This design comes from an exercise in tuning for small area on the open sky130 flow, not from production work. Only simulation tests tie the RTL to the original design; equivalence was not proved. The flow treats the clock pin as an ideal source, which a real chip does not have.

## design/flow/flow/run.sh

```bash
#!/bin/bash
# Layout flow: the standard ORFS flow (standard.sh) with these changes:
#  - Yosys's generic synthesis runs without its intermediate ABC pass (SYNTH_ARGS=-noabc),
#    so the adder tree written in the RTL reaches full-adder extraction as written;
#    registers, their names and cell types are those of the standard synthesis;
#  - the final ABC technology mapping uses an area-oriented script (flow/abc_area.script),
#    through a copy of ORFS's scripts folder that differs only in that file;
#  - after clock-tree synthesis, flow/post_cts.tcl delays the clock of the output register
#    (useful skew for the register-to-register paths into it), then runs the CTS step's
#    timing repair, which ORFS is told to skip (SKIP_CTS_REPAIR_TIMING=1);
#  - every input and output port still gets its own buffer, but the smallest one
#    (sky130_fd_sc_hd__buf_1); the resizer may still resize it.
# Each ORFS step writes its own log under orfs/logs/; make's output goes to make.log here.
set -euo pipefail
rm -rf scripts_local
cp -r "$FLOW_HOME/scripts" scripts_local
cp flow/abc_area.script scripts_local/abc_area.script
bash standard.sh SYNTH_ARGS=-noabc SCRIPTS_DIR="$PWD/scripts_local" SKIP_CTS_REPAIR_TIMING=1 \
  POST_CTS_TCL="$PWD/flow/post_cts.tcl" "BUFFER_PORTS_ARGS=-buffer_cell sky130_fd_sc_hd__buf_1" \
  "SKEW_CELLS=sky130_fd_sc_hd__clkdlybuf4s50_1 sky130_fd_sc_hd__clkdlybuf4s50_1 sky130_fd_sc_hd__clkbuf_8" finish > make.log 2>&1
```

## design/flow/design.v

```verilog
`timescale 1ns/10ps
module QAM(clk, rst, en, Din, IFout);
input clk, rst, en;
input Din;
output reg signed [17:0] IFout;
reg ce2;           
reg sm_ctrl;       
reg swap;          
reg [1:0] spc;     
reg sm_i, sm_q;    
reg [3:0] usi;     
reg [3:0] cnt;     
reg [8:0] sym_i, sym_q;  
reg [1:0] mix_cnt;
reg [15:0] acc;    
wire en0 = en & ce2;
wire en1 = sm_ctrl & ce2;
wire en2 = usi[3];
wire [1:0] sw = usi[1:0];
wire load = en2 & (sw == 2'd0);
wire neg = ~mix_cnt[1];                         
wire [8:0] s = mix_cnt[0] ? sym_i : sym_q;      
wire [8:0] x = s ^ {9{neg}};
wire [8:0] v;      
assign v[0] = cnt > 4'd0;
assign v[1] = cnt > 4'd1;
assign v[2] = cnt > 4'd2;
assign v[3] = cnt > 4'd3;
assign v[4] = cnt > 4'd4;
assign v[5] = cnt > 4'd5;
assign v[6] = cnt > 4'd6;
assign v[7] = cnt > 4'd7;
assign v[8] = cnt > 4'd8;
reg [15:0] g0_8;    
always @(*) begin
  case ({sw, x[0], x[8], v[0], v[8]})
    6'd0: g0_8 = 16'd74;
    6'd1: g0_8 = 16'd74;
    6'd2: g0_8 = 16'd0;
    6'd3: g0_8 = 16'd0;
    6'd4: g0_8 = 16'd74;
    6'd5: g0_8 = 16'd74;
    6'd6: g0_8 = 16'd0;
    6'd7: g0_8 = 16'd0;
    6'd8: g0_8 = 16'd74;
    6'd9: g0_8 = 16'd74;
    6'd10: g0_8 = 16'd148;
    6'd11: g0_8 = 16'd148;
    6'd12: g0_8 = 16'd74;
    6'd13: g0_8 = 16'd74;
    6'd14: g0_8 = 16'd148;
    6'd15: g0_8 = 16'd148;
    6'd16: g0_8 = 16'd185;
    6'd17: g0_8 = 16'd370;
    6'd18: g0_8 = 16'd185;
    6'd19: g0_8 = 16'd370;
    6'd20: g0_8 = 16'd185;
    6'd21: g0_8 = 16'd0;
    6'd22: g0_8 = 16'd185;
    6'd23: g0_8 = 16'd0;
    6'd24: g0_8 = 16'd185;
    6'd25: g0_8 = 16'd370;
    6'd26: g0_8 = 16'd185;
    6'd27: g0_8 = 16'd370;
    6'd28: g0_8 = 16'd185;
    6'd29: g0_8 = 16'd0;
    6'd30: g0_8 = 16'd185;
    6'd31: g0_8 = 16'd0;
    6'd32: g0_8 = 16'd74;
    6'd33: g0_8 = 16'd0;
    6'd34: g0_8 = 16'd74;
    6'd35: g0_8 = 16'd0;
    6'd36: g0_8 = 16'd74;
    6'd37: g0_8 = 16'd148;
    6'd38: g0_8 = 16'd74;
    6'd39: g0_8 = 16'd148;
    6'd40: g0_8 = 16'd74;
    6'd41: g0_8 = 16'd0;
    6'd42: g0_8 = 16'd74;
    6'd43: g0_8 = 16'd0;
    6'd44: g0_8 = 16'd74;
    6'd45: g0_8 = 16'd148;
    6'd46: g0_8 = 16'd74;
    6'd47: g0_8 = 16'd148;
    6'd48: g0_8 = 16'd336;
    6'd49: g0_8 = 16'd168;
    6'd50: g0_8 = 16'd168;
    6'd51: g0_8 = 16'd0;
    6'd52: g0_8 = 16'd336;
    6'd53: g0_8 = 16'd504;
    6'd54: g0_8 = 16'd168;
    6'd55: g0_8 = 16'd336;
    6'd56: g0_8 = 16'd336;
    6'd57: g0_8 = 16'd168;
    6'd58: g0_8 = 16'd504;
    6'd59: g0_8 = 16'd336;
    6'd60: g0_8 = 16'd336;
    6'd61: g0_8 = 16'd504;
    6'd62: g0_8 = 16'd504;
    6'd63: g0_8 = 16'd672;
  endcase
end
reg [15:0] g1_7;    
always @(*) begin
  case ({sw, x[1], x[7], v[1], v[7]})
    6'd0: g1_7 = 16'd543;
    6'd1: g1_7 = 16'd810;
    6'd2: g1_7 = 16'd267;
    6'd3: g1_7 = 16'd534;
    6'd4: g1_7 = 16'd543;
    6'd5: g1_7 = 16'd276;
    6'd6: g1_7 = 16'd267;
    6'd7: g1_7 = 16'd0;
    6'd8: g1_7 = 16'd543;
    6'd9: g1_7 = 16'd810;
    6'd10: g1_7 = 16'd819;
    6'd11: g1_7 = 16'd1086;
    6'd12: g1_7 = 16'd543;
    6'd13: g1_7 = 16'd276;
    6'd14: g1_7 = 16'd819;
    6'd15: g1_7 = 16'd552;
    6'd16: g1_7 = 16'd418;
    6'd17: g1_7 = 16'd185;
    6'd18: g1_7 = 16'd603;
    6'd19: g1_7 = 16'd370;
    6'd20: g1_7 = 16'd418;
    6'd21: g1_7 = 16'd651;
    6'd22: g1_7 = 16'd603;
    6'd23: g1_7 = 16'd836;
    6'd24: g1_7 = 16'd418;
    6'd25: g1_7 = 16'd185;
    6'd26: g1_7 = 16'd233;
    6'd27: g1_7 = 16'd0;
    6'd28: g1_7 = 16'd418;
    6'd29: g1_7 = 16'd651;
    6'd30: g1_7 = 16'd233;
    6'd31: g1_7 = 16'd466;
    6'd32: g1_7 = 16'd543;
    6'd33: g1_7 = 16'd267;
    6'd34: g1_7 = 16'd810;
    6'd35: g1_7 = 16'd534;
    6'd36: g1_7 = 16'd543;
    6'd37: g1_7 = 16'd819;
    6'd38: g1_7 = 16'd810;
    6'd39: g1_7 = 16'd1086;
    6'd40: g1_7 = 16'd543;
    6'd41: g1_7 = 16'd267;
    6'd42: g1_7 = 16'd276;
    6'd43: g1_7 = 16'd0;
    6'd44: g1_7 = 16'd543;
    6'd45: g1_7 = 16'd819;
    6'd46: g1_7 = 16'd276;
    6'd47: g1_7 = 16'd552;
    6'd48: g1_7 = 16'd72;
    6'd49: g1_7 = 16'd108;
    6'd50: g1_7 = 16'd108;
    6'd51: g1_7 = 16'd144;
    6'd52: g1_7 = 16'd72;
    6'd53: g1_7 = 16'd36;
    6'd54: g1_7 = 16'd108;
    6'd55: g1_7 = 16'd72;
    6'd56: g1_7 = 16'd72;
    6'd57: g1_7 = 16'd108;
    6'd58: g1_7 = 16'd36;
    6'd59: g1_7 = 16'd72;
    6'd60: g1_7 = 16'd72;
    6'd61: g1_7 = 16'd36;
    6'd62: g1_7 = 16'd36;
    6'd63: g1_7 = 16'd0;
  endcase
end
reg [15:0] g2_6;    
always @(*) begin
  case ({sw, x[2], x[6], v[2], v[6]})
    6'd0: g2_6 = 16'd516;
    6'd1: g2_6 = 16'd794;
    6'd2: g2_6 = 16'd754;
    6'd3: g2_6 = 16'd1032;
    6'd4: g2_6 = 16'd516;
    6'd5: g2_6 = 16'd238;
    6'd6: g2_6 = 16'd754;
    6'd7: g2_6 = 16'd476;
    6'd8: g2_6 = 16'd516;
    6'd9: g2_6 = 16'd794;
    6'd10: g2_6 = 16'd278;
    6'd11: g2_6 = 16'd556;
    6'd12: g2_6 = 16'd516;
    6'd13: g2_6 = 16'd238;
    6'd14: g2_6 = 16'd278;
    6'd15: g2_6 = 16'd0;
    6'd16: g2_6 = 16'd1495;
    6'd17: g2_6 = 16'd233;
    6'd18: g2_6 = 16'd1262;
    6'd19: g2_6 = 16'd0;
    6'd20: g2_6 = 16'd1495;
    6'd21: g2_6 = 16'd2757;
    6'd22: g2_6 = 16'd1262;
    6'd23: g2_6 = 16'd2524;
    6'd24: g2_6 = 16'd1495;
    6'd25: g2_6 = 16'd233;
    6'd26: g2_6 = 16'd1728;
    6'd27: g2_6 = 16'd466;
    6'd28: g2_6 = 16'd1495;
    6'd29: g2_6 = 16'd2757;
    6'd30: g2_6 = 16'd1728;
    6'd31: g2_6 = 16'd2990;
    6'd32: g2_6 = 16'd516;
    6'd33: g2_6 = 16'd754;
    6'd34: g2_6 = 16'd794;
    6'd35: g2_6 = 16'd1032;
    6'd36: g2_6 = 16'd516;
    6'd37: g2_6 = 16'd278;
    6'd38: g2_6 = 16'd794;
    6'd39: g2_6 = 16'd556;
    6'd40: g2_6 = 16'd516;
    6'd41: g2_6 = 16'd754;
    6'd42: g2_6 = 16'd238;
    6'd43: g2_6 = 16'd476;
    6'd44: g2_6 = 16'd516;
    6'd45: g2_6 = 16'd278;
    6'd46: g2_6 = 16'd238;
    6'd47: g2_6 = 16'd0;
    6'd48: g2_6 = 16'd1426;
    6'd49: g2_6 = 16'd2139;
    6'd50: g2_6 = 16'd2139;
    6'd51: g2_6 = 16'd2852;
    6'd52: g2_6 = 16'd1426;
    6'd53: g2_6 = 16'd713;
    6'd54: g2_6 = 16'd2139;
    6'd55: g2_6 = 16'd1426;
    6'd56: g2_6 = 16'd1426;
    6'd57: g2_6 = 16'd2139;
    6'd58: g2_6 = 16'd713;
    6'd59: g2_6 = 16'd1426;
    6'd60: g2_6 = 16'd1426;
    6'd61: g2_6 = 16'd713;
    6'd62: g2_6 = 16'd713;
    6'd63: g2_6 = 16'd0;
  endcase
end
reg [15:0] g3_5;    
always @(*) begin
  case ({sw, x[3], x[5], v[3], v[5]})
    6'd0: g3_5 = 16'd5190;
    6'd1: g3_5 = 16'd2598;
    6'd2: g3_5 = 16'd7788;
    6'd3: g3_5 = 16'd5196;
    6'd4: g3_5 = 16'd5190;
    6'd5: g3_5 = 16'd7782;
    6'd6: g3_5 = 16'd7788;
    6'd7: g3_5 = 16'd10380;
    6'd8: g3_5 = 16'd5190;
    6'd9: g3_5 = 16'd2598;
    6'd10: g3_5 = 16'd2592;
    6'd11: g3_5 = 16'd0;
    6'd12: g3_5 = 16'd5190;
    6'd13: g3_5 = 16'd7782;
    6'd14: g3_5 = 16'd2592;
    6'd15: g3_5 = 16'd5184;
    6'd16: g3_5 = 16'd10761;
    6'd17: g3_5 = 16'd20260;
    6'd18: g3_5 = 16'd9499;
    6'd19: g3_5 = 16'd18998;
    6'd20: g3_5 = 16'd10761;
    6'd21: g3_5 = 16'd1262;
    6'd22: g3_5 = 16'd9499;
    6'd23: g3_5 = 16'd0;
    6'd24: g3_5 = 16'd10761;
    6'd25: g3_5 = 16'd20260;
    6'd26: g3_5 = 16'd12023;
    6'd27: g3_5 = 16'd21522;
    6'd28: g3_5 = 16'd10761;
    6'd29: g3_5 = 16'd1262;
    6'd30: g3_5 = 16'd12023;
    6'd31: g3_5 = 16'd2524;
    6'd32: g3_5 = 16'd5190;
    6'd33: g3_5 = 16'd7788;
    6'd34: g3_5 = 16'd2598;
    6'd35: g3_5 = 16'd5196;
    6'd36: g3_5 = 16'd5190;
    6'd37: g3_5 = 16'd2592;
    6'd38: g3_5 = 16'd2598;
    6'd39: g3_5 = 16'd0;
    6'd40: g3_5 = 16'd5190;
    6'd41: g3_5 = 16'd7788;
    6'd42: g3_5 = 16'd7782;
    6'd43: g3_5 = 16'd10380;
    6'd44: g3_5 = 16'd5190;
    6'd45: g3_5 = 16'd2592;
    6'd46: g3_5 = 16'd7782;
    6'd47: g3_5 = 16'd5184;
    6'd48: g3_5 = 16'd3460;
    6'd49: g3_5 = 16'd1730;
    6'd50: g3_5 = 16'd1730;
    6'd51: g3_5 = 16'd0;
    6'd52: g3_5 = 16'd3460;
    6'd53: g3_5 = 16'd5190;
    6'd54: g3_5 = 16'd1730;
    6'd55: g3_5 = 16'd3460;
    6'd56: g3_5 = 16'd3460;
    6'd57: g3_5 = 16'd1730;
    6'd58: g3_5 = 16'd5190;
    6'd59: g3_5 = 16'd3460;
    6'd60: g3_5 = 16'd3460;
    6'd61: g3_5 = 16'd5190;
    6'd62: g3_5 = 16'd5190;
    6'd63: g3_5 = 16'd6920;
  endcase
end
reg [15:0] t4;    
always @(*) begin
  case ({sw, x[4], v[4]})
    4'd0: t4 = 16'd59213;
    4'd1: t4 = 16'd9635;
    4'd2: t4 = 16'd59213;
    4'd3: t4 = 16'd43255;
    4'd4: t4 = 16'd52677;
    4'd5: t4 = 16'd62176;
    4'd6: t4 = 16'd52677;
    4'd7: t4 = 16'd43178;
    4'd8: t4 = 16'd59213;
    4'd9: t4 = 16'd9635;
    4'd10: t4 = 16'd59213;
    4'd11: t4 = 16'd43255;
    4'd12: t4 = 16'd60242;
    4'd13: t4 = 16'd13290;
    4'd14: t4 = 16'd60242;
    4'd15: t4 = 16'd41658;
  endcase
end
wire fs1 = g0_8[0] ^ g1_7[0] ^ g2_6[0];
wire fc2 = (g0_8[0] & g1_7[0]) | (g0_8[0] & g2_6[0]) | (g1_7[0] & g2_6[0]);
wire fs3 = g0_8[1] ^ g1_7[1] ^ g2_6[1];
wire fc4 = (g0_8[1] & g1_7[1]) | (g0_8[1] & g2_6[1]) | (g1_7[1] & g2_6[1]);
wire fs5 = g0_8[2] ^ g1_7[2] ^ g2_6[2];
wire fc6 = (g0_8[2] & g1_7[2]) | (g0_8[2] & g2_6[2]) | (g1_7[2] & g2_6[2]);
wire fs7 = g0_8[3] ^ g1_7[3] ^ g2_6[3];
wire fc8 = (g0_8[3] & g1_7[3]) | (g0_8[3] & g2_6[3]) | (g1_7[3] & g2_6[3]);
wire fs9 = g0_8[4] ^ g1_7[4] ^ g2_6[4];
wire fc10 = (g0_8[4] & g1_7[4]) | (g0_8[4] & g2_6[4]) | (g1_7[4] & g2_6[4]);
wire fs11 = g0_8[5] ^ g1_7[5] ^ g2_6[5];
wire fc12 = (g0_8[5] & g1_7[5]) | (g0_8[5] & g2_6[5]) | (g1_7[5] & g2_6[5]);
wire fs13 = g0_8[6] ^ g1_7[6] ^ g2_6[6];
wire fc14 = (g0_8[6] & g1_7[6]) | (g0_8[6] & g2_6[6]) | (g1_7[6] & g2_6[6]);
wire fs15 = g0_8[7] ^ g1_7[7] ^ g2_6[7];
wire fc16 = (g0_8[7] & g1_7[7]) | (g0_8[7] & g2_6[7]) | (g1_7[7] & g2_6[7]);
wire fs17 = g0_8[8] ^ g1_7[8] ^ g2_6[8];
wire fc18 = (g0_8[8] & g1_7[8]) | (g0_8[8] & g2_6[8]) | (g1_7[8] & g2_6[8]);
wire fs19 = g0_8[9] ^ g1_7[9] ^ g2_6[9];
wire fc20 = (g0_8[9] & g1_7[9]) | (g0_8[9] & g2_6[9]) | (g1_7[9] & g2_6[9]);
wire fs21 = g1_7[10] ^ g2_6[10] ^ g3_5[10];
wire fc22 = (g1_7[10] & g2_6[10]) | (g1_7[10] & g3_5[10]) | (g2_6[10] & g3_5[10]);
wire fs23 = fc2 ^ fs3 ^ g3_5[1];
wire fc24 = (fc2 & fs3) | (fc2 & g3_5[1]) | (fs3 & g3_5[1]);
wire fs25 = fc4 ^ fs5 ^ g3_5[2];
wire fc26 = (fc4 & fs5) | (fc4 & g3_5[2]) | (fs5 & g3_5[2]);
wire fs27 = fc6 ^ fs7 ^ g3_5[3];
wire fc28 = (fc6 & fs7) | (fc6 & g3_5[3]) | (fs7 & g3_5[3]);
wire fs29 = fc8 ^ fs9 ^ g3_5[4];
wire fc30 = (fc8 & fs9) | (fc8 & g3_5[4]) | (fs9 & g3_5[4]);
wire fs31 = fc10 ^ fs11 ^ g3_5[5];
wire fc32 = (fc10 & fs11) | (fc10 & g3_5[5]) | (fs11 & g3_5[5]);
wire fs33 = fc12 ^ fs13 ^ g3_5[6];
wire fc34 = (fc12 & fs13) | (fc12 & g3_5[6]) | (fs13 & g3_5[6]);
wire fs35 = fc14 ^ fs15 ^ g3_5[7];
wire fc36 = (fc14 & fs15) | (fc14 & g3_5[7]) | (fs15 & g3_5[7]);
wire fs37 = fc16 ^ fs17 ^ g3_5[8];
wire fc38 = (fc16 & fs17) | (fc16 & g3_5[8]) | (fs17 & g3_5[8]);
wire fs39 = fc18 ^ fs19 ^ g3_5[9];
wire fc40 = (fc18 & fs19) | (fc18 & g3_5[9]) | (fs19 & g3_5[9]);
wire fs41 = fc20 ^ fs21 ^ t4[10];
wire fc42 = (fc20 & fs21) | (fc20 & t4[10]) | (fs21 & t4[10]);
wire fs43 = fc22 ^ g2_6[11] ^ g3_5[11];
wire fc44 = (fc22 & g2_6[11]) | (fc22 & g3_5[11]) | (g2_6[11] & g3_5[11]);
wire fs45 = fs1 ^ g3_5[0] ^ t4[0];
wire fc46 = (fs1 & g3_5[0]) | (fs1 & t4[0]) | (g3_5[0] & t4[0]);
wire hs47 = fs23 ^ t4[1];
wire hc48 = fs23 & t4[1];
wire fs49 = fc24 ^ fs25 ^ t4[2];
wire fc50 = (fc24 & fs25) | (fc24 & t4[2]) | (fs25 & t4[2]);
wire fs51 = fc26 ^ fs27 ^ t4[3];
wire fc52 = (fc26 & fs27) | (fc26 & t4[3]) | (fs27 & t4[3]);
wire fs53 = fc28 ^ fs29 ^ t4[4];
wire fc54 = (fc28 & fs29) | (fc28 & t4[4]) | (fs29 & t4[4]);
wire fs55 = fc30 ^ fs31 ^ t4[5];
wire fc56 = (fc30 & fs31) | (fc30 & t4[5]) | (fs31 & t4[5]);
wire fs57 = fc32 ^ fs33 ^ t4[6];
wire fc58 = (fc32 & fs33) | (fc32 & t4[6]) | (fs33 & t4[6]);
wire fs59 = fc34 ^ fs35 ^ t4[7];
wire fc60 = (fc34 & fs35) | (fc34 & t4[7]) | (fs35 & t4[7]);
wire fs61 = fc36 ^ fs37 ^ t4[8];
wire fc62 = (fc36 & fs37) | (fc36 & t4[8]) | (fs37 & t4[8]);
wire fs63 = fc38 ^ fs39 ^ t4[9];
wire fc64 = (fc38 & fs39) | (fc38 & t4[9]) | (fs39 & t4[9]);
wire hs65 = fc40 ^ fs41;
wire hc66 = fc40 & fs41;
wire fs67 = fc42 ^ fs43 ^ t4[11];
wire fc68 = (fc42 & fs43) | (fc42 & t4[11]) | (fs43 & t4[11]);
wire fs69 = fc44 ^ g3_5[12] ^ t4[12];
wire fc70 = (fc44 & g3_5[12]) | (fc44 & t4[12]) | (g3_5[12] & t4[12]);
wire hs71 = g3_5[13] ^ t4[13];
wire hc72 = g3_5[13] & t4[13];
wire hs73 = g3_5[14] ^ t4[14];
wire hc74 = g3_5[14] & t4[14];
wire pp75 = fc46 ^ hs47;
wire pg76 = fc46 & hs47;
wire pp77 = hc48 ^ fs49;
wire pg78 = hc48 & fs49;
wire pp79 = fc50 ^ fs51;
wire pg80 = fc50 & fs51;
wire pp81 = fc52 ^ fs53;
wire pg82 = fc52 & fs53;
wire pp83 = fc54 ^ fs55;
wire pg84 = fc54 & fs55;
wire pp85 = fc56 ^ fs57;
wire pg86 = fc56 & fs57;
wire pp87 = fc58 ^ fs59;
wire pg88 = fc58 & fs59;
wire pp89 = fc60 ^ fs61;
wire pg90 = fc60 & fs61;
wire pp91 = fc62 ^ fs63;
wire pg92 = fc62 & fs63;
wire pp93 = fc64 ^ hs65;
wire pg94 = fc64 & hs65;
wire pp95 = hc66 ^ fs67;
wire pg96 = hc66 & fs67;
wire pp97 = fc68 ^ fs69;
wire pg98 = fc68 & fs69;
wire pp99 = fc70 ^ hs71;
wire pg100 = fc70 & hs71;
wire pp101 = hc72 ^ hs73;
wire pg102 = hc72 & hs73;
wire pp103 = hc74 ^ t4[15];
wire pg104 = hc74 & t4[15];
wire cp105 = (pp75 & fs45);
wire cg106 = (pg80 | (pp79 & pg78));
wire cp107 = (pp79 & pp77);
wire cg108 = (pg84 | (pp83 & pg82));
wire cp109 = (pp83 & pp81);
wire cg110 = (pg88 | (pp87 & pg86));
wire cp111 = (pp87 & pp85);
wire cg112 = (pg92 | (pp91 & pg90));
wire cp113 = (pp91 & pp89);
wire cg114 = (pg96 | (pp95 & pg94));
wire cp115 = (pp95 & pp93);
wire cg116 = (pg100 | (pp99 & pg98));
wire cp117 = (pp99 & pp97);
wire cg118 = (pg104 | (pp103 & pg102));
wire cp119 = (pp103 & pp101);
wire cg120 = (cg106 | (cp107 & pg76));
wire cp121 = (cp107 & cp105);
wire cg122 = (cg110 | (cp111 & cg108));
wire cp123 = (cp111 & cp109);
wire cg124 = (cg114 | (cp115 & cg112));
wire cp125 = (cp115 & cp113);
wire cg126 = (cg118 | (cp119 & cg116));
wire cp127 = (cp119 & cp117);
wire cg128 = (cg122 | (cp123 & cg120));
wire cp129 = (cp123 & cp121);
wire cg130 = (cg126 | (cp127 & cg124));
wire cp131 = (cp127 & cp125);
wire cg132 = (cg130 | (cp131 & cg128));
wire cp133 = (cp131 & cp129);
wire cg134 = (cg124 | (cp125 & cg128));
wire cp135 = (cp125 & cp129);
wire cg136 = (cg108 | (cp109 & cg120));
wire cp137 = (cp109 & cp121);
wire cg138 = (cg112 | (cp113 & cg128));
wire cp139 = (cp113 & cp129);
wire cg140 = (cg116 | (cp117 & cg134));
wire cp141 = (cp117 & cp135);
wire cg142 = (pg78 | (pp77 & pg76));
wire cp143 = (pp77 & cp105);
wire cg144 = (pg82 | (pp81 & cg120));
wire cp145 = (pp81 & cp121);
wire cg146 = (pg86 | (pp85 & cg136));
wire cp147 = (pp85 & cp137);
wire cg148 = (pg90 | (pp89 & cg128));
wire cp149 = (pp89 & cp129);
wire cg150 = (pg94 | (pp93 & cg138));
wire cp151 = (pp93 & cp139);
wire cg152 = (pg98 | (pp97 & cg134));
wire cp153 = (pp97 & cp135);
wire cg154 = (pg102 | (pp101 & cg140));
wire cp155 = (pp101 & cp141);
wire sum156 = pp77 ^ pg76;
wire sum157 = pp79 ^ cg142;
wire sum158 = pp81 ^ cg120;
wire sum159 = pp83 ^ cg144;
wire sum160 = pp85 ^ cg136;
wire sum161 = pp87 ^ cg146;
wire sum162 = pp89 ^ cg128;
wire sum163 = pp91 ^ cg148;
wire sum164 = pp93 ^ cg138;
wire sum165 = pp95 ^ cg150;
wire sum166 = pp97 ^ cg134;
wire sum167 = pp99 ^ cg152;
wire sum168 = pp101 ^ cg140;
wire sum169 = pp103 ^ cg154;
wire [15:0] nxt = {sum169, sum168, sum167, sum166, sum165, sum164, sum163, sum162, sum161, sum160, sum159, sum158, sum157, sum156, pp75, fs45};
always @(posedge clk or posedge rst) begin
	if (rst) begin
		ce2 <= 1'b0; sm_ctrl <= 1'b0; swap <= 1'b0; spc <= 2'd0;
		sm_i <= 1'b0; sm_q <= 1'b0;
		usi <= 4'd0; cnt <= 4'd0; sym_i <= 9'd0; sym_q <= 9'd0;
		mix_cnt <= 2'd0; acc <= 16'd0;
	end
	else begin
		ce2 <= ~ce2;
		if (ce2) sm_ctrl <= ~sm_ctrl;
		if (en0) begin
			swap <= ~swap;
			if (!swap) spc[0] <= Din;
			else spc <= {spc[0], Din};
		end
		if (en1) begin
			sm_i <= spc[1];
			sm_q <= spc[0];
		end
		if (!usi[3]) begin
			if (en) usi <= usi + 4'd1;
		end
		else usi[1:0] <= usi[1:0] + 2'd1;
		if (load) begin
			sym_i <= {sym_i[7:0], sm_i};
			sym_q <= {sym_q[7:0], sm_q};
			if (cnt != 4'd9) cnt <= cnt + 4'd1;
		end
		if (en) mix_cnt <= mix_cnt + 2'd1;
		acc <= nxt;
	end
end
always @(*) IFout = {acc[15], acc[15], acc};
endmodule
```

## design/flow/constraint.sdc

```tcl
create_clock -name core_clock -period 5.0 [get_ports {clk}]
set_input_delay 1.0000 -clock core_clock [delete_from_list [all_inputs] [get_ports {clk}]]
set_output_delay 1.0000 -clock core_clock [all_outputs]
set_load 0.01 [all_outputs]
```

## design/flow/flow/abc_area.script

```
strash
dch -f
amap
topo
dnsize -c
```

## design/flow/standard.sh

```bash
#!/bin/bash
# synth_recipe.tcl (not shown) runs the flow's synth.tcl, then flattens the netlist and writes it again
# the make line also repeats each setting of config.mk as NAME=value (left out here)
make -C /OpenROAD-flow-scripts/flow DESIGN_CONFIG=/design/flow/config.mk WORK_HOME=/design/flow/orfs CLKGATE_MAP_FILE= SYNTH_SCRIPT=/design/flow/synth_recipe.tcl "${@:-finish}"
```

## design/flow/config.mk

```make
export PLATFORM = sky130hd
export DESIGN_NAME = QAM
export DESIGN_NICKNAME = QAM
export VERILOG_FILES = /design/flow/design.v
export SDC_FILE = /design/flow/constraint.sdc
export NUM_CORES = 4
export LEC_CHECK = 0
export ABC_AREA = 1
export CAP_MARGIN = 20
export CORE_MARGIN = 2
export CORE_UTILIZATION = 40
export CTS_BUF_LIST = sky130_fd_sc_hd__clkbuf_8
export GPL_TIMING_DRIVEN = 0
export HOLD_SLACK_MARGIN = 0.05
export SLEW_MARGIN = 20
```

## design/flow/flow/post_cts.tcl

```tcl
# Runs at the end of ORFS's CTS step (POST_CTS_TCL), which is told to skip its own timing
# repair (SKIP_CTS_REPAIR_TIMING=1); this script does that repair after the change below.
#
# Useful skew for the register-to-register paths into the output register acc (IFout):
# acc's clock pins are moved from the clock tree's leaf nets to one net that a delay cell
# and a clock buffer drive from the leaf net of acc[0]. Every path into acc comes from
# another register of the design; acc's outputs go only to the output ports, whose
# timing this makes harder, not easier. Inputs reach no acc data pin combinationally.
set block [ord::get_db_block]
set db [ord::get_db]
set accs {}
foreach inst [$block getInsts] {
  if {[string range [$inst getName] 0 3] eq "acc\\" && [$inst findITerm CLK] ne "NULL"} {
    lappend accs $inst
  }
}
puts "skew: [llength $accs] acc registers"
set first [lindex $accs 0]
set leaf [[$first findITerm CLK] getNet]
set sx 0; set sy 0
foreach inst $accs {
  lassign [$inst getLocation] x y
  set sx [expr {$sx + $x}]; set sy [expr {$sy + $y}]
}
set cx [expr {int($sx / [llength $accs])}]
set cy [expr {int($sy / [llength $accs])}]
set prev $leaf
set i 0
foreach cell $::env(SKEW_CELLS) {
  set master [$db findMaster $cell]
  set buf [odb::dbInst_create $block $master "skew_buf_$i"]
  set net [odb::dbNet_create $block "skew_net_$i"]
  $net setSigType CLOCK
  [$buf findITerm A] connect $prev
  [$buf findITerm X] connect $net
  $buf setLocation $cx $cy
  $buf setPlacementStatus PLACED
  set prev $net
  incr i
}
foreach inst $accs {
  set it [$inst findITerm CLK]
  $it disconnect
  $it connect $prev
}
set_propagated_clock [all_clocks]
estimate_parasitics -placement
set result [catch { detailed_placement } msg]
if { $result != 0 } { error "Detailed placement failed after skew: $msg" }
estimate_parasitics -placement
report_checks -path_delay max -group_path_count 1 -format end
repair_timing_helper
set result [catch { detailed_placement } msg]
if { $result != 0 } { error "Detailed placement failed after repair: $msg" }
check_placement -verbose
report_design_area
```

==> results of run 1 <==
[flip-flops by register name, indices dropped and copies added, names as in the netlist]
name and cells:
sm_q 1, swap 1, ce2 1, usi 4
sym_q 9, sm_i 1, spc 2, mix_cnt 2
acc 16, cnt 4, sm_ctrl 1, sym_i 9
[synthesized netlist by cell type]
library cell,n
nor2_1,104
dfrtp_1,51
clkinv_1,47
nand2_1,45
fa_1,40
a21oi_1,37
o21ai_0,30
ha_1,25
o22a_1,23
o22ai_1,20
nor3_1,18
o221ai_1,9
a31oi_1,7
or2_0,6
nand3_1,4
o31ai_1,4
a211oi_1,3
o32a_1,3
o32ai_1,3
or3_1,3
a21o_1,2
a31o_1,2
buf_4,2
o211ai_1,2
o21a_1,2
a211o_1,1
a221oi_1,1
a222oi_1,1
a22oi_1,1
a311o_1,1
a311oi_1,1
and3_1,1
nor4_1,1
o21bai_1,1
[kinds of logic after synthesis]
kind of cell / count (synthesis)
compound gates: 154
fa+ha+maj: 65
buf+inv: 49
flops: 51
simple gates: 182
[layer usage]
layer	wire, um	up-vias	part of all wire [%]
met5	0	-	0
met4	349	0	3.0
met3	903	32	7.8
met1	5200	1887	45
li1	-	1861	-
met2	5156	142	44
[area by class of cell, without the clock buffers]
class	count	area [um^2]	area share (%)
repair buffers	25	123.9	2.525
inverters	47	209.0	4.259
multi-input cells	401	2965	60.44
clock inverters	3	31.28	0.6376
plain buffers	5	48.80	0.9946
well taps	140	175.2	3.571
flip-flops and latches	51	1284	26.17
[through the flow]
stage	cell area, um^2	setup TNS (ps)
global placement	4703	-7655
global route	4906	0
detailed placement	4725	-7125
floorplan	4449	-13.67
finish	4906	0
[worst max-delay path, cell delays in order, from the launching register on]
cell and delay, ps:
dfrtp_2 500, buf_4 160, o22ai_1 340, nand2_1 160, o21ai_4 170, clkinv_2 220
o21ai_0 200, o21ai_0 210, o22ai_1 270, fa_1 470, fa_1 520, fa_1 470
ha_1 300, nand3_1 70, nand2_1 80, a31oi_1 260, o21ai_1 180, a31oi_2 240
o21ai_1 150, nand3_1 100, nand2_1 60, fa_1 370, o21ai_0 180
[path summary, 6_finish.rpt]
check | start | end | slack (ps) | cells after the start
setup / recovery | mix_cnt[0]$_DFFE_PP0P_ | acc[15]$_DFF_PP0_ | 340 | 22
hold / removal | usi[1]$_DFFE_PP0P_ | acc[15]$_DFF_PP0_ | 110 | 5
setup reg to reg | mix_cnt[0]$_DFFE_PP0P_ | acc[15]$_DFF_PP0_ | 340 | 22
hold reg to reg | usi[1]$_DFFE_PP0P_ | acc[15]$_DFF_PP0_ | 110 | 5
max in group asynchronous | rst | usi[0]$_DFFE_PP0P_ | 3300 | 4
min in group asynchronous | rst | acc[15]$_DFF_PP0_ | 370 | 4
==> summary.txt, run 1 <==
GRT
  – Total Routing Usage GR: between 20% and 30%
  – Largest net degree at the start of global routing: 37
  – GR met1 Demand/Resource: 30.69%
  – First-pass GRT wire length: 19.42 mm
  – GR Layer Usage met3: between 4 and 5%
  – Initial antenna violation count: 0
  – Met2 Use GR: 32.48%
  – Layer with the highest usage: met2
  – Gr ovfl total: 0
  – Number of global-route vias before repair: 3847

Floorplanning
  – Chip Width: roughly 110 um
  – Core area: between 0.01 and 0.015 mm^2
  – IO Count: 22
  – Die Ht: roughly 110 um
  – Row Count: 38
  – Die area: around 0.012 mm^2
  – Starting density of the core: approximately 40%

Setup path
  – Worst Setup Path Type: flop to flop
  – Critical Path AT: 6040 ps
  – Crit-path max FO: 11
  – CP Launch Type: flop
  – Crit path capture type: flop
  – CP Data Required Time: about 6400 ps

Timing
  – Slew Limit Headroom: between 40 and 50%
  – Worst Max-Slew Pin Slew: between 800 and 900 ps
  – Tmin final: roughly 4700 ps
  – PnR worst setup slack: around 340 ps
  – Final-report max-slew violation count: 0
  – Final setup viols: 0
  – Hold Slack: 112.4 ps
  – Final period util: 93.21%
  – Clock Skews: 1150 ps
  – Fmax: 214.6 MHz
  – RSZ-0062 raised after global routing: false
  – Final hold vios: 0

Finish
  – Commonest non-fill, non-tap cell in the layout: nor2_1
  – Utilization after layout: a little under half
  – N_diodes: 0
  – Ratio of cells with drive above 1 in the final layout: a little under a tenth
  – Post-layout nets: slightly above 600
  – Layout Cells excl Fill: slightly below 700
  – Fillcell total: 1078
  – Layout area overhead: 13.13%
  – Highest-count cells in the layout ignoring fill and taps: nor2_1, dfrtp_1, nand2_1, fa_1, a21oi_1

Outcome
  – Outcome: finished clean

Routing
  – Via/cell ratio: between 5 and 6
  – DRC viols: 0
  – WL per Instance: ~17 um
  – DRT iter0 DRCs: ~270
  – Final ANT Viol Nets: 0
  – Final wirelength: roughly 12 mm
  – Via count: a little under 4000
  – Drt first pass iters: 5

Logic synthesis
  – Post-synthesis compound-gate area fraction: between 20% and 30%
  – Most area-consuming cells after synthesis: dfrtp_1, fa_1, nor2_1
  – Synth warn: 1
  – Post-synth top area cell: dfrtp_1
  – Post-Synth Adder-Cell Area: 25.68%
  – XOR/XNOR Fraction of Synth Area: 0%
  – Share of the synthesized area in the top cell type: around 29%
  – Main combinational cell family by area after synthesis: adder cells
  – Syn avg cell area: 8.656 um^2
  – Yosys reg bits: around 50
  – Post-synthesis simple-gate area fraction: ~17%
  – Portion of netlist area occupied by mux cells: 0%
  – Seq/Total Area, Yosys: approximately 29%
  – Mapped Nets: 570
  – Post-synth cell types: 34
  – Synth Cell Area: ~0.0043 mm^2
  – Post-Synthesis Cells: 501

Place
  – Place WS: -1049 ps
  – Gpl congestion: 0.9037
  – Post-detail-place hpwl: 8.825 mm
  – Post-Place Cells: between 600 and 700
  – Port Buffers: 21

CTS
  – Worst-path clk slew: 120 ps
  – Clock Sinks: between 50 and 60
  – CTS tree: done
  – Clock Latency Late Sink: between 1000 and 1500 ps

Min path
  – HP Class: flop to flop

Job
  – Max Cap Viol: 0
==> run 2: changes to the inputs <==
--- a/design/flow/config.mk
+++ b/design/flow/config.mk
@@ -12,4 +12,4 @@
 export CTS_BUF_LIST = sky130_fd_sc_hd__clkbuf_8
 export GPL_TIMING_DRIVEN = 0
-export HOLD_SLACK_MARGIN = 0.05
+export HOLD_SLACK_MARGIN = 0.1
 export SLEW_MARGIN = 20
==> summary.txt, run 2 <==
Place
  – Gpl congestion: 0.9037 (unchanged)
  – Post-Place Cells: 663 (unchanged)
  – Port Buffers: 21 (unchanged)
  – Post-detail-place hpwl: 8.825 mm (unchanged)
  – Post-Place Cell Area: 0.004725 mm^2 (unchanged)

Setup path
  – Most frequent CP cell: fa_1 (unchanged)
  – Critical Path AT: 6040 ps (about the same)
  – CP Launch Type: flop (unchanged)
  – CP Data Required Time: 6380 ps (about the same)
  – Worst Setup Path Type: flop to flop (unchanged)
  – Crit-path max FO: 11 (unchanged)
  – Crit path capture type: flop (unchanged)
  – CP peak stage delay: 520 ps (about the same)
  – CP Cell Sequence: buf_4, o22ai_1, nand2_1, o21ai_4, clkinv_2, o21ai_0, o21ai_0, o22ai_1, fa_1, fa_1, fa_1, ha_1, nand3_1, nand2_1, a31oi_1, o21ai_1, a31oi_2, o21ai_1, nand3_1, nand2_1, fa_1, o21ai_0 (unchanged)
  – Worst path slowest cell: fa_1 (unchanged)

Floorplanning
  – Row Count: 38 (unchanged)
  – Die Ht: 108.1 um (unchanged)
  – Core area: 0.01070 mm^2 (unchanged)
  – IO Count: 22 (unchanged)
  – Die area: 0.01169 mm^2 (unchanged)
  – Starting density of the core: 40.54% (unchanged)
  – Chip Width: 108.1 um (unchanged)

Timing
  – Clock Skews: 1150 ps (unchanged)
  – Final period util: 93.21% (unchanged)
  – Hold Slack: 112.4 ps (unchanged)
  – Tmin final: 4661 ps (unchanged)
  – Slew Limit Headroom: 41.29% (unchanged)
  – Final-report max-slew violation count: 0 (unchanged)
  – Worst Max-Slew Pin Slew: 876.5 ps (unchanged)
  – RSZ-0062 raised after global routing: false (unchanged)
  – Fmax: 214.6 MHz (unchanged)
  – Final hold vios: 0 (unchanged)
  – Final setup viols: 0 (unchanged)

Logic synthesis
  – Count leader, synth: nor2_1 (unchanged)
  – Post-synth cell types: 34 (unchanged)
  – Share of the synthesized area in the top cell type: 29.43% (unchanged)
  – Synth warn: 1 (unchanged)
  – Syn avg cell area: 8.656 um^2 (unchanged)
  – Number of synthesized flops with an enable pin: 0 (unchanged)
  – Primary FF master, synth: dfrtp_1 (unchanged)
  – Mapped Nets: 570 (unchanged)
  – Synth Cell Area: 0.004337 mm^2 (unchanged)
  – Post-synth top area cell: dfrtp_1 (unchanged)
  – Most area-consuming cells after synthesis: dfrtp_1, fa_1, nor2_1 (unchanged)
  – Post-synth top cells: nor2_1, dfrtp_1, clkinv_1 (unchanged)
  – Seq/Total Area, Yosys: 29.43% (unchanged)
  – Post-Synthesis Cells: 501 (unchanged)
  – Ys async rst share: 100.0% (unchanged)
  – Yosys reg bits: 51 (unchanged)

Routing
  – Via count: 3922 (unchanged)
  – Final ANT Viol Nets: 0 (unchanged)
  – Drt first pass iters: 5 (unchanged)
  – DRC viols: 0 (unchanged)
  – Final wirelength: 11.61 mm (unchanged)
  – DRT iter0 DRCs: 269 (unchanged)
  – WL per Instance: 17.15 um (unchanged)
  – Via/cell ratio: 5.793 (unchanged)

CTS
  – CTS tree: done (unchanged)
  – Clock Sinks: 51 (unchanged)
  – Worst-path clk slew: 120 ps (about the same)
  – Clock Latency Late Sink: 1450 ps (about the same)

Finish
  – Post-layout nets: 605 (unchanged)
  – Area of the multi-input gates: 0.002965 mm^2 (unchanged)
  – N_diodes: 0 (unchanged)
  – FF/Latch Area: 0.001284 mm^2 (unchanged)
  – Ratio of cells with drive above 1 in the final layout: 9.125% (unchanged)
  – Top Registers: acc x16, sym_i x9, sym_q x9 (unchanged)
  – Largest register by flop count: acc (unchanged)
  – Layout Cells excl Fill: 677 (unchanged)
  – Commonest non-fill, non-tap cell in the layout: nor2_1 (unchanged)
  – Highest-count cells in the layout ignoring fill and taps: nor2_1, dfrtp_1, nand2_1, fa_1, a21oi_1 (unchanged)
  – Fillcell total: 1078 (unchanged)
  – Layout area overhead: 13.13% (unchanged)
  – Cell area after layout: 0.004906 mm^2 (unchanged)
  – Max FFs per register: 16 (unchanged)

GRT
  – Initial antenna violation count: 0 (unchanged)
  – Gr ovfl total: 0 (unchanged)
  – First-pass GRT wire length: 19.42 mm (unchanged)
  – Total Routing Usage GR: 21.48% (unchanged)
  – Number of global-route vias before repair: 3847 (unchanged)
  – Largest net degree at the start of global routing: 37 (unchanged)

Outcome
  – Outcome: finished clean (unchanged)

Job
  – Max Cap Viol: 0 (unchanged)

Min path
  – HP Class: flop to flop (unchanged)
==> run 2: cell counts after synthesis <==
Identical to the previous run, type by type.
==> run 2: path summary, 6_finish.rpt <==
path / start / slack, ps / to / cells after the start
worst max register to register: mix_cnt[0]$_DFFE_PP0P_ / 340 / acc[15]$_DFF_PP0_ / 22
worst min register to register: usi[1]$_DFFE_PP0P_ / 110 / acc[15]$_DFF_PP0_ / 5
worst max-delay path: mix_cnt[0]$_DFFE_PP0P_ / 340 / acc[15]$_DFF_PP0_ / 22
worst min-delay path: usi[1]$_DFFE_PP0P_ / 110 / acc[15]$_DFF_PP0_ / 5
min in group asynchronous: rst / 370 / acc[15]$_DFF_PP0_ / 4
max in group asynchronous: rst / 3300 / usi[0]$_DFFE_PP0P_ / 4
==> run 2: layer usage <==
metal	track usage (%)	vias up	part of all wire (%)
li1	-	1861	-
met1	30.69	1887	45
met2	32.48	142	44
met3	4.521	32	7.8
met4	7.326	0	3.0
met5	0	-	0
==> run 2: layout make-up, without the clock buffers <==
cell class,count,share of cell area [%]
Multi-Input combinational cell,401,60.44
Sequential cell,51,26.17
Inverter,47,4.259
Tap cell,140,3.571
Timing Repair Buffer,25,2.525
Buffer,5,0.9946
Clock inverter,3,0.6376
==> run 2: cell families (layout without fill, tap and decap cells) <==
group	after synthesis	in the layout	synth area share, %
and+or+nand+nor	182	182	17.02
adders and majority gates	65	65	25.68
DFF	51	51	29.43
AOI/OAI and AO/OA	154	154	23.46
buffers and inverters	49	85	4.414
==> run 2: per-stage QoR <==
step / utilization (%) / setup TNS (ps) / worst slack (ps)
global placement: 43.96 / -7655 / -1107
global route: 45.86 / 0 / 23.59
detailed placement: 44.16 / -7125 / -1049
finish: 45.86 / 0 / 339.4
floorplan: - / -13.67 / -13.67
==> run 2: critical path: cells and delay by family, from the launching register on <==
family	cells	cell delay (ps)
adders and majority gates	5	2130
buffers and inverters	2	380
and+or+nand+nor	5	470
AOI/OAI and AO/OA	10	2200
DFF	1	500
==> run 3: changes to the inputs <==
--- a/design/flow/flow/run.sh
+++ b/design/flow/flow/run.sh
@@ -18,3 +18,3 @@
 bash standard.sh SYNTH_ARGS=-noabc SCRIPTS_DIR="$PWD/scripts_local" SKIP_CTS_REPAIR_TIMING=1 \
   POST_CTS_TCL="$PWD/flow/post_cts.tcl" "BUFFER_PORTS_ARGS=-buffer_cell sky130_fd_sc_hd__buf_1" \
-  "SKEW_CELLS=sky130_fd_sc_hd__clkdlybuf4s50_1 sky130_fd_sc_hd__clkdlybuf4s50_1 sky130_fd_sc_hd__clkbuf_8" finish > make.log 2>&1
+  "SKEW_CELLS=sky130_fd_sc_hd__clkdlybuf4s25_1 sky130_fd_sc_hd__clkdlybuf4s50_1 sky130_fd_sc_hd__clkbuf_8" finish > make.log 2>&1
==> summary.txt, run 3 <==
Setup path
  – CP Data Required Time: 6150 ps (was 6380 ps)
  – Crit path capture type: flop (unchanged)
  – Crit-path max FO: 11 (unchanged)
  – Critical Path AT: 5830 ps (was 6040 ps)
  – CP Launch Type: flop (unchanged)
  – Worst Setup Path Type: flop to flop (unchanged)

Logic synthesis
  – Count leader, synth: nor2_1 (unchanged)
  – Syn avg cell area: 8.656 um^2 (unchanged)
  – Mapped Nets: 570 (unchanged)
  – Most area-consuming cells after synthesis: dfrtp_1, fa_1, nor2_1 (unchanged)
  – Post-synth cell types: 34 (unchanged)
  – Synth warn: 1 (unchanged)
  – Primary FF master, synth: dfrtp_1 (unchanged)
  – Share of the synthesized area in the top cell type: 29.43% (unchanged)
  – Ys async rst share: 100.0% (unchanged)
  – Synth Cell Area: 0.004337 mm^2 (unchanged)
  – Number of synthesized flops with an enable pin: 0 (unchanged)
  – Yosys reg bits: 51 (unchanged)
  – Post-Synthesis Cells: 501 (unchanged)
  – Post-synth top cells: nor2_1, dfrtp_1, clkinv_1 (unchanged)
  – Seq/Total Area, Yosys: 29.43% (unchanged)
  – Post-synth top area cell: dfrtp_1 (unchanged)

Place
  – Post-detail-place hpwl: 8.825 mm (unchanged)
  – Port Buffers: 21 (unchanged)
  – Gpl congestion: 0.9037 (unchanged)

GRT
  – Initial antenna violation count: 0 (unchanged)
  – Number of global-route vias before repair: 3836 (was 3847)
  – Gr ovfl total: 0 (unchanged)
  – Largest net degree at the start of global routing: 37 (unchanged)
  – Total Routing Usage GR: 21.54% (was 21.48%)
  – First-pass GRT wire length: 19.44 mm (was 19.42 mm)

Routing
  – Final ANT Viol Nets: 0 (unchanged)
  – Drt first pass iters: 5 (unchanged)
  – Final wirelength: 11.73 mm (was 11.61 mm)
  – DRT iter0 DRCs: 227 (was 269)
  – Via/cell ratio: 5.751 (was 5.793)
  – Via count: 3911 (was 3922)
  – DRC viols: 0 (unchanged)
  – WL per Instance: 17.24 um (was 17.15 um)

Floorplanning
  – Die Ht: 108.1 um (unchanged)
  – Row Count: 38 (unchanged)
  – Die area: 0.01169 mm^2 (unchanged)
  – IO Count: 22 (unchanged)
  – Starting density of the core: 40.54% (unchanged)
  – Core area: 0.01070 mm^2 (unchanged)
  – Chip Width: 108.1 um (unchanged)

Finish
  – Highest-count cells in the layout ignoring fill and taps: nor2_1, nand2_1, dfrtp_1, fa_1, a21oi_1 (was nor2_1, dfrtp_1, nand2_1, fa_1, a21oi_1)
  – Post-layout nets: 608 (was 605)
  – Largest register by flop count: acc (unchanged)
  – Layout area overhead: 15.67% (was 13.13%)
  – Commonest non-fill, non-tap cell in the layout: nor2_1 (unchanged)
  – N_diodes: 0 (unchanged)
  – Max FFs per register: 16 (unchanged)
  – Ratio of cells with drive above 1 in the final layout: 12.59% (was 9.125%)
  – Top Registers: acc x16, sym_i x9, sym_q x9 (unchanged)
  – Utilization after layout: 46.89% (was 45.86%)

Timing
  – Tmin final: 4678 ps (was 4661 ps)
  – Hold Slack: 265.7 ps (was 112.4 ps)
  – Fmax: 213.7 MHz (was 214.6 MHz)
  – Worst Max-Slew Pin Slew: 871.4 ps (was 876.5 ps)
  – Clock Skews: 924.0 ps (was 1150 ps)
  – Final hold vios: 0 (unchanged)
  – Final-report max-slew violation count: 0 (unchanged)
  – Final setup viols: 0 (unchanged)
  – Slew Limit Headroom: 41.63% (was 41.29%)
  – Final period util: 93.57% (was 93.21%)

CTS
  – Clock Sinks: 51 (unchanged)
  – CTS tree: done (unchanged)
  – Clock Latency Late Sink: 1220 ps (was 1450 ps)
  – Worst-path clk slew: 110 ps (was 120 ps)

Outcome
  – Outcome: finished clean (unchanged)

Job
  – Max Cap Viol: 0 (unchanged)

Min path
  – HP Class: flop to flop (unchanged)
## run 3: cell types whose count changed in the layout (fill, tap and decap cells not counted), sizes merged
| cell | change |
|---|---|
| buf | +3 |
| clkdlybuf4s25 | +1 |
| clkdlybuf4s50 | -1 |
| clkinv | -3 |
| clkinvlp | +1 |
| inv | +2 |
## run 3: layout make-up, without the clock buffers
cell class,count,area (um^2)
tap,140,175.2
inverter,47,217.7
multi-input combinational,401,3039
fill,1073,5682
buffer,5,48.80
timing repair buffer,28,146.4
clock inverter,3,31.28
sequential,51,1289
## run 3: worst paths after layout
kind,start,to,slack [ps],depth (start not counted)
max in group asynchronous,rst,usi[1]$_DFFE_PP0P_,3290,4
min in group asynchronous,rst,acc[9]$_DFF_PP0_,600,4
setup reg to reg,mix_cnt[0]$_DFFE_PP0P_,acc[15]$_DFF_PP0_,320,22
setup / recovery,mix_cnt[0]$_DFFE_PP0P_,acc[15]$_DFF_PP0_,320,22
hold / removal,usi[1]$_DFFE_PP0P_,acc[15]$_DFF_PP0_,270,5
hold reg to reg,usi[1]$_DFFE_PP0P_,acc[15]$_DFF_PP0_,270,5
## run 3: worst max-delay path, cell delays in order (launching register included)
cell and delay, ps:
dfrtp_2 500, buf_4 170, o22ai_2 250, nand2_1 140, o21ai_4 170, clkinv_2 220
o21ai_0 190, o21ai_0 220, o22ai_1 260, fa_1 470, fa_1 520, fa_1 470
ha_1 300, nand3_1 70, nand2_1 90, a31oi_2 210, o21ai_1 160, a31oi_2 240
o21ai_1 150, nand3_1 100, nand2_1 60, fa_1 370, o21ai_0 180
## run 3: metrics by stage
stage	setup TNS [ps]	setup WS [ps]	area, um^2	instances
after detailed placement	-7125	-1049	4725	663
after floorplan	-13.67	-13.67	4449	501
after global placement	-7655	-1107	4703	662
final	0	321.5	5016	680
after global routing	-20.26	-20.26	5016	680
## run 3: layer usage
layer | vias to the layer above | track usage (%) | wire length (um)
met2 | 153 | 33.02 | 5271
met1 | 1870 | 30.42 | 5222
met4 | 0 | 7.234 | 321
li1 | 1862 | - | -
met5 | - | 0 | 0
met3 | 26 | 4.581 | 910
## run 3: cells by family after synthesis
logic type                 Yosys count  share of synthesized area, %
adders and majority gates           65                         25.68
AOI/OAI and AO/OA                  154                         23.46
DFF                                 51                         29.43
buffers and inverters               49                         4.414
and+or+nand+nor                    182                         17.02

==> what the ideal ports hide <==
In the flow no input, the clock included, has a driving cell. The finished layouts below were timed again as built, in two steps.
Step 1 (the two cells are an assumption about what drives the block):
set clk [get_ports {clk}]
set_driving_cell -lib_cell sky130_fd_sc_hd__clkbuf_16 $clk
set_driving_cell -lib_cell sky130_fd_sc_hd__buf_2 [delete_from_list [all_inputs] $clk]
Step 2, shift: input delay + t, output delay - t, t = (earliest + latest rising clock arrival at the registers) / 2. This alone moves slack from input paths to output paths.
Slacks: no drivers / after step 1 / after step 2; pairs: no drivers / after step 1.
run	shift t [ns]	setup WS [ns]	clock arrival spread, ns	pins driven straight from the clock port
run 1	0.911	0.339 / 0.339 / 0.339	1.150 / 1.150	1
run 2	0.911	0.339 / 0.339 / 0.339	1.150 / 1.150	1
run 3	0.796	0.322 / 0.322 / 0.322	0.924 / 0.924	1
Clock arrivals are far apart in every run listed, so t is only a midpoint there and step 2 fits no single register.
